Context: an optimization exercise on an open-source flow, tuned for small area and a short achievable clock period. The choices shown serve that exercise and are no tape-out recipe. RTL that was checked went through simulation tests only; none was proved equivalent to the original. Power is estimated from default activity; no workload was simulated.

==> flow/design.v <==
module bowling(clock, reset, calculate_score, pin_count, roll, score);
input clock;
input reset;
input calculate_score;
input [3:0] pin_count;
input roll;
output [8:0] score;
reg [8:0] score;
reg [3:0] e [0:10];
reg [3:0] o [0:10];
reg [4:0] diff;           
reg ph;                   
reg [4:0] s01;            
reg st;                   
wire [3:0] a = ph ? o[0] : e[0];
wire [3:0] b = ph ? e[0] : o[0];
wire [3:0] c = ph ? o[1] : e[1];
wire [3:0] d = ph ? e[1] : o[1];
wire bon = st || (s01 == 5'd10);
wire [8:0] score_next = score + s01 + (bon ? c : 4'd0);
wire calc = calculate_score && !roll;
wire shift_e = calc && !(ph && st);
wire shift_o = calc && !(!ph && st);
wire wr_o = roll && (ph ^ diff[0]);
wire wr_e = roll && !(ph ^ diff[0]);
wire head = (diff[4:1] == 4'd0);
wire [4:0] s01_r = pin_count + (diff[0] ? a : b);
wire st_r = diff[0] ? st : (pin_count == 4'd10);
wire [3:0] a_c = st ? b : c;
wire [4:0] s01_c = c + (st ? b : d);
wire st_c = (a_c == 4'd10);
wire [4:0] diff_n = diff + (roll ? 5'd1 : {4'hf, st});
integer i;
reg we, wo;
always @(posedge clock) begin
   for (i = 0; i < 11; i = i + 1) begin
      we = wr_e && (diff[4:1] == i);
      wo = wr_o && (diff[4:1] == i);
      e[i] <= ({4{we}} & pin_count)
            | ({4{shift_e}} & ((i < 10) ? e[i+1] : e[i]))
            | ({4{!we && !shift_e}} & e[i]);
      o[i] <= ({4{wo}} & pin_count)
            | ({4{shift_o}} & ((i < 10) ? o[i+1] : o[i]))
            | ({4{!wo && !shift_o}} & o[i]);
   end
end
wire up_r = roll && head;
wire up_c = calc;
always @(posedge clock) begin
   s01 <= ({5{up_r}} & s01_r) | ({5{up_c}} & s01_c) | ({5{!up_r && !up_c}} & s01);
   st <= (up_r & st_r) | (up_c & st_c) | (!up_r && !up_c && st);
end
always @(posedge clock) begin
   if (reset) begin
      score <= 0;
      diff <= 0;
      ph <= 0;
   end
   else if (roll || calculate_score) begin
      diff <= diff_n;
      if (!roll) begin
         score <= score_next;
         ph <= ph ^ st;
      end
   end
end
endmodule
==> flow/config.mk <==
export PLATFORM = sky130hd
export DESIGN_NAME = bowling
export DESIGN_NICKNAME = bowling
export VERILOG_FILES = /design/flow/design.v
export SDC_FILE = /design/flow/constraint.sdc
export NUM_CORES = 4
export LEC_CHECK = 0
export CAP_MARGIN = 20
export CORE_MARGIN = 2
export CORE_UTILIZATION = 40
export SETUP_SLACK_MARGIN = 2.4
export SLEW_MARGIN = 20
==> flow/constraint.sdc <==
create_clock -name core_clock -period 5.0 [get_ports {clock}]
set_input_delay 1.0000 -clock core_clock [delete_from_list [all_inputs] [get_ports {clock}]]
set_output_delay 1.0000 -clock core_clock [all_outputs]
set_load 0.01 [all_outputs]
standard.sh (not shown) runs the stock make flow with config.mk's settings and CLKGATE_MAP_FILE= SYNTH_SCRIPT=/design/flow/synth_recipe.tcl, a recipe that flattens the netlist after the stock synthesis.
==> flow/flow/run.sh <==
#!/bin/bash
# The standard layout (standard.sh) with two changes: each port is buffered
# by buf_2 rather than the cell buffer_ports picks by default, and clock tree
# synthesis inserts no dummy loads. ORFS keeps each step's log under
# orfs/logs; make's own output goes to make.log.
set -euo pipefail
export BUFFER_PORTS_ARGS="-buffer_cell sky130_fd_sc_hd__buf_2"
export CTS_ARGS="-sink_clustering_enable -repair_clock_nets -buf_list {sky130_fd_sc_hd__clkbuf_4 sky130_fd_sc_hd__clkbuf_8} -dont_use_dummy_load"
bash standard.sh > make.log 2>&1
Change:
--- a/flow/design.v
+++ b/flow/design.v
@@ -7,19 +7,21 @@
 output [8:0] score;
 reg [8:0] score;
 reg [3:0] e [0:10];
 reg [3:0] o [0:10];
 reg [4:0] diff;           
 reg ph;                   
-reg [4:0] s01;            
+reg [4:0] s01x;           
+reg phc;                  
 reg st;                   
 wire [3:0] a = ph ? o[0] : e[0];
 wire [3:0] b = ph ? e[0] : o[0];
-wire [3:0] c = ph ? o[1] : e[1];
+wire [3:0] c = phc ? o[1] : e[1];
 wire [3:0] d = ph ? e[1] : o[1];
-wire bon = st || (s01 == 5'd10);
+wire [4:0] s01 = s01x ^ 5'd10;
+wire bon = st || (s01x == 5'd0);
 wire [8:0] score_next = score + s01 + (bon ? c : 4'd0);
 wire calc = calculate_score && !roll;
 wire shift_e = calc && !(ph && st);
 wire shift_o = calc && !(!ph && st);
 wire wr_o = roll && (ph ^ diff[0]);
 wire wr_e = roll && !(ph ^ diff[0]);
@@ -44,24 +46,27 @@
             | ({4{!wo && !shift_o}} & o[i]);
    end
 end
 wire up_r = roll && head;
 wire up_c = calc;
 always @(posedge clock) begin
-   s01 <= ({5{up_r}} & s01_r) | ({5{up_c}} & s01_c) | ({5{!up_r && !up_c}} & s01);
+   s01x <= ({5{up_r}} & (s01_r ^ 5'd10)) | ({5{up_c}} & (s01_c ^ 5'd10))
+         | ({5{!up_r && !up_c}} & s01x);
    st <= (up_r & st_r) | (up_c & st_c) | (!up_r && !up_c && st);
 end
 always @(posedge clock) begin
    if (reset) begin
       score <= 0;
       diff <= 0;
       ph <= 0;
+      phc <= 0;
    end
    else if (roll || calculate_score) begin
       diff <= diff_n;
       if (!roll) begin
          score <= score_next;
          ph <= ph ^ st;
+         phc <= phc ^ st;
       end
    end
 end
 endmodule
Result:
- The changed run produced a clean layout
- final cell count went up by 1.4%
- design area grows by 0.96%
- critical path depth goes up by 2
- wire length rises by 2.0%
- sequential share of layout area fell by 0.10 points
No functional check of the RTL was part of the second run of this note.

---

Another version of the RTL of bowling (not shown whole).
Size: ~5400 um2 of cells after synthesis.
==> module bowling, before the edit <==
module bowling(clock, reset, calculate_score, pin_count, roll, score);
input clock;
input reset;
input calculate_score;
input [3:0] pin_count;
input roll;
output [8:0] score;
reg [8:0] score;
reg [3:0] e [0:10];
reg [3:0] o [0:10];
reg [4:0] diff;           
reg ph;                   
reg [4:0] s01;            
reg st;                   
reg bon;                  
wire [3:0] a = ph ? o[0] : e[0];
wire [3:0] b = ph ? e[0] : o[0];
wire [3:0] c = ph ? o[1] : e[1];
wire [3:0] d = ph ? e[1] : o[1];
wire [8:0] score_next = score + s01 + (bon ? c : 4'd0);
wire calc = calculate_score && !roll;
wire shift_e = calc && !(ph && st);
wire shift_o = calc && !(!ph && st);
wire wr_o = roll && (ph ^ diff[0]);
wire wr_e = roll && !(ph ^ diff[0]);
wire head = (diff[4:1] == 4'd0);
wire [4:0] s01_r = pin_count + (diff[0] ? a : b);
wire st_r = diff[0] ? st : (pin_count == 4'd10);
wire bon_r = st_r || (s01_r == 5'd10);
wire [3:0] a_c = st ? b : c;
wire [4:0] s01_c = c + (st ? b : d);
wire st_c = (a_c == 4'd10);
wire bon_c = st_c || (s01_c == 5'd10);
wire [4:0] diff_r = diff + 5'd1;
wire [4:0] diff_c = st ? diff - 5'd1 : diff - 5'd2;
integer i;
reg we, wo;
always @(posedge clock) begin
   for (i = 0; i < 11; i = i + 1) begin
      we = wr_e && (diff[4:1] == i);
      wo = wr_o && (diff[4:1] == i);
      e[i] <= ({4{we}} & pin_count)
            | ({4{shift_e}} & ((i < 10) ? e[i+1] : 4'd0))
            | ({4{!we && !shift_e}} & e[i]);
      o[i] <= ({4{wo}} & pin_count)
            | ({4{shift_o}} & ((i < 10) ? o[i+1] : 4'd0))
            | ({4{!wo && !shift_o}} & o[i]);
   end
end
wire up_r = roll && head;
wire up_c = calc;
always @(posedge clock) begin
   s01 <= ({5{up_r}} & s01_r) | ({5{up_c}} & s01_c) | ({5{!up_r && !up_c}} & s01);
   st <= (up_r & st_r) | (up_c & st_c) | (!up_r && !up_c && st);
   bon <= (up_r & bon_r) | (up_c & bon_c) | (!up_r && !up_c && bon);
end
always @(posedge clock) begin
   if (reset) begin
      score <= 0;
      diff <= 0;
      ph <= 0;
   end
   else if (roll)
      diff <= diff_r;
   else if (calculate_score) begin
      score <= score_next;
      diff <= diff_c;
      ph <= ph ^ st;
   end
end
endmodule
clock: 5.0 ns
lec_check: 0
cap_margin: 20
core_margin: 2
core_utilization: 40
cts_buf_list: sky130_fd_sc_hd__clkbuf_4 sky130_fd_sc_hd__clkbuf_8
setup_slack_margin: 2.5
slew_margin: 20
run.sh (not shown) runs the stock make flow with config.mk's settings and CLKGATE_MAP_FILE= SYNTH_SCRIPT=/design/flow/synth_recipe.tcl, a recipe that flattens the netlist after the stock synthesis.
Stock flow here: none of the scripts above is used.
Edit:
--- a/flow/design.v
+++ b/flow/design.v
@@ -11,14 +11,16 @@
 reg [4:0] diff;           
 reg ph;                   
 reg [4:0] s01;            
 reg st;                   
 reg bon;                  
+reg [3:0] cc;             
 wire [3:0] a = ph ? o[0] : e[0];
 wire [3:0] b = ph ? e[0] : o[0];
-wire [3:0] c = ph ? o[1] : e[1];
+wire [3:0] c = cc;
 wire [3:0] d = ph ? e[1] : o[1];
+wire [3:0] f = ph ? o[2] : e[2];
 wire [8:0] score_next = score + s01 + (bon ? c : 4'd0);
 wire calc = calculate_score && !roll;
 wire shift_e = calc && !(ph && st);
 wire shift_o = calc && !(!ph && st);
 wire wr_o = roll && (ph ^ diff[0]);
@@ -29,10 +31,11 @@
 wire bon_r = st_r || (s01_r == 5'd10);
 wire [3:0] a_c = st ? b : c;
 wire [4:0] s01_c = c + (st ? b : d);
 wire st_c = (a_c == 4'd10);
 wire bon_c = st_c || (s01_c == 5'd10);
+wire [3:0] cc_c = st ? d : f;
 wire [4:0] diff_r = diff + 5'd1;
 wire [4:0] diff_c = st ? diff - 5'd1 : diff - 5'd2;
 integer i;
 reg we, wo;
 always @(posedge clock) begin
@@ -51,10 +54,12 @@
 wire up_c = calc;
 always @(posedge clock) begin
    s01 <= ({5{up_r}} & s01_r) | ({5{up_c}} & s01_c) | ({5{!up_r && !up_c}} & s01);
    st <= (up_r & st_r) | (up_c & st_c) | (!up_r && !up_c && st);
    bon <= (up_r & bon_r) | (up_c & bon_c) | (!up_r && !up_c && bon);
+   cc <= ({4{roll && diff == 5'd2}} & pin_count) | ({4{up_c}} & cc_c)
+       | ({4{!(roll && diff == 5'd2) && !up_c}} & cc);
 end
 always @(posedge clock) begin
    if (reset) begin
       score <= 0;
       diff <= 0;
Outcome:
- die area rose by 7.9%
- first-iteration DRC count is higher by 13%
- routed wire length goes up by 11%
- combinational power stays flat
- power rose by 15%
- synthesized cell count goes up by 1.0%
- critical path depth is lower by 3
- hold slack barely changes
The RTL of the second run of this note was laid out without a check of its function.

-- static timing again, ports no longer ideal --
No port has a modelled driver above. Below, the same layouts with a new extraction and two added sets of constraints. Step 1 sets driving cells, clkbuf_16 on the clock port and buf_2 on the other inputs (assumed; they add their load-dependent delay and slew). Step 2, shift: input delay + t, output delay - t, t = (earliest + latest rising clock arrival at the registers) / 2. This alone moves slack from input paths to output paths. a / b / c = ideal ports / drivers / drivers and shift; a / b = the first two.
run	t (ns)	setup WS [ns]	hold WS [ns]	worst setup path at the end
the first run of note 1	0.409	2.404 / 2.404 / 2.111	0.458 / 0.458 / 0.458	input to register
the second run of note 1	0.413	2.045 / 2.045 / 2.045	0.457 / 0.457 / 0.457	register to register
the first run of note 2	0.420	2.270 / 2.270 / 2.066	0.453 / 0.453 / 0.453	input to register
the second run of note 2	0.478	2.423 / 2.423 / 2.072	0.452 / 0.452 / 0.452	input to register
After both steps every run listed still meets setup and hold. The setup slack of the second run of note 2, which loses most, moves by 0.000 ns with the drivers and by -0.351 ns with both steps.
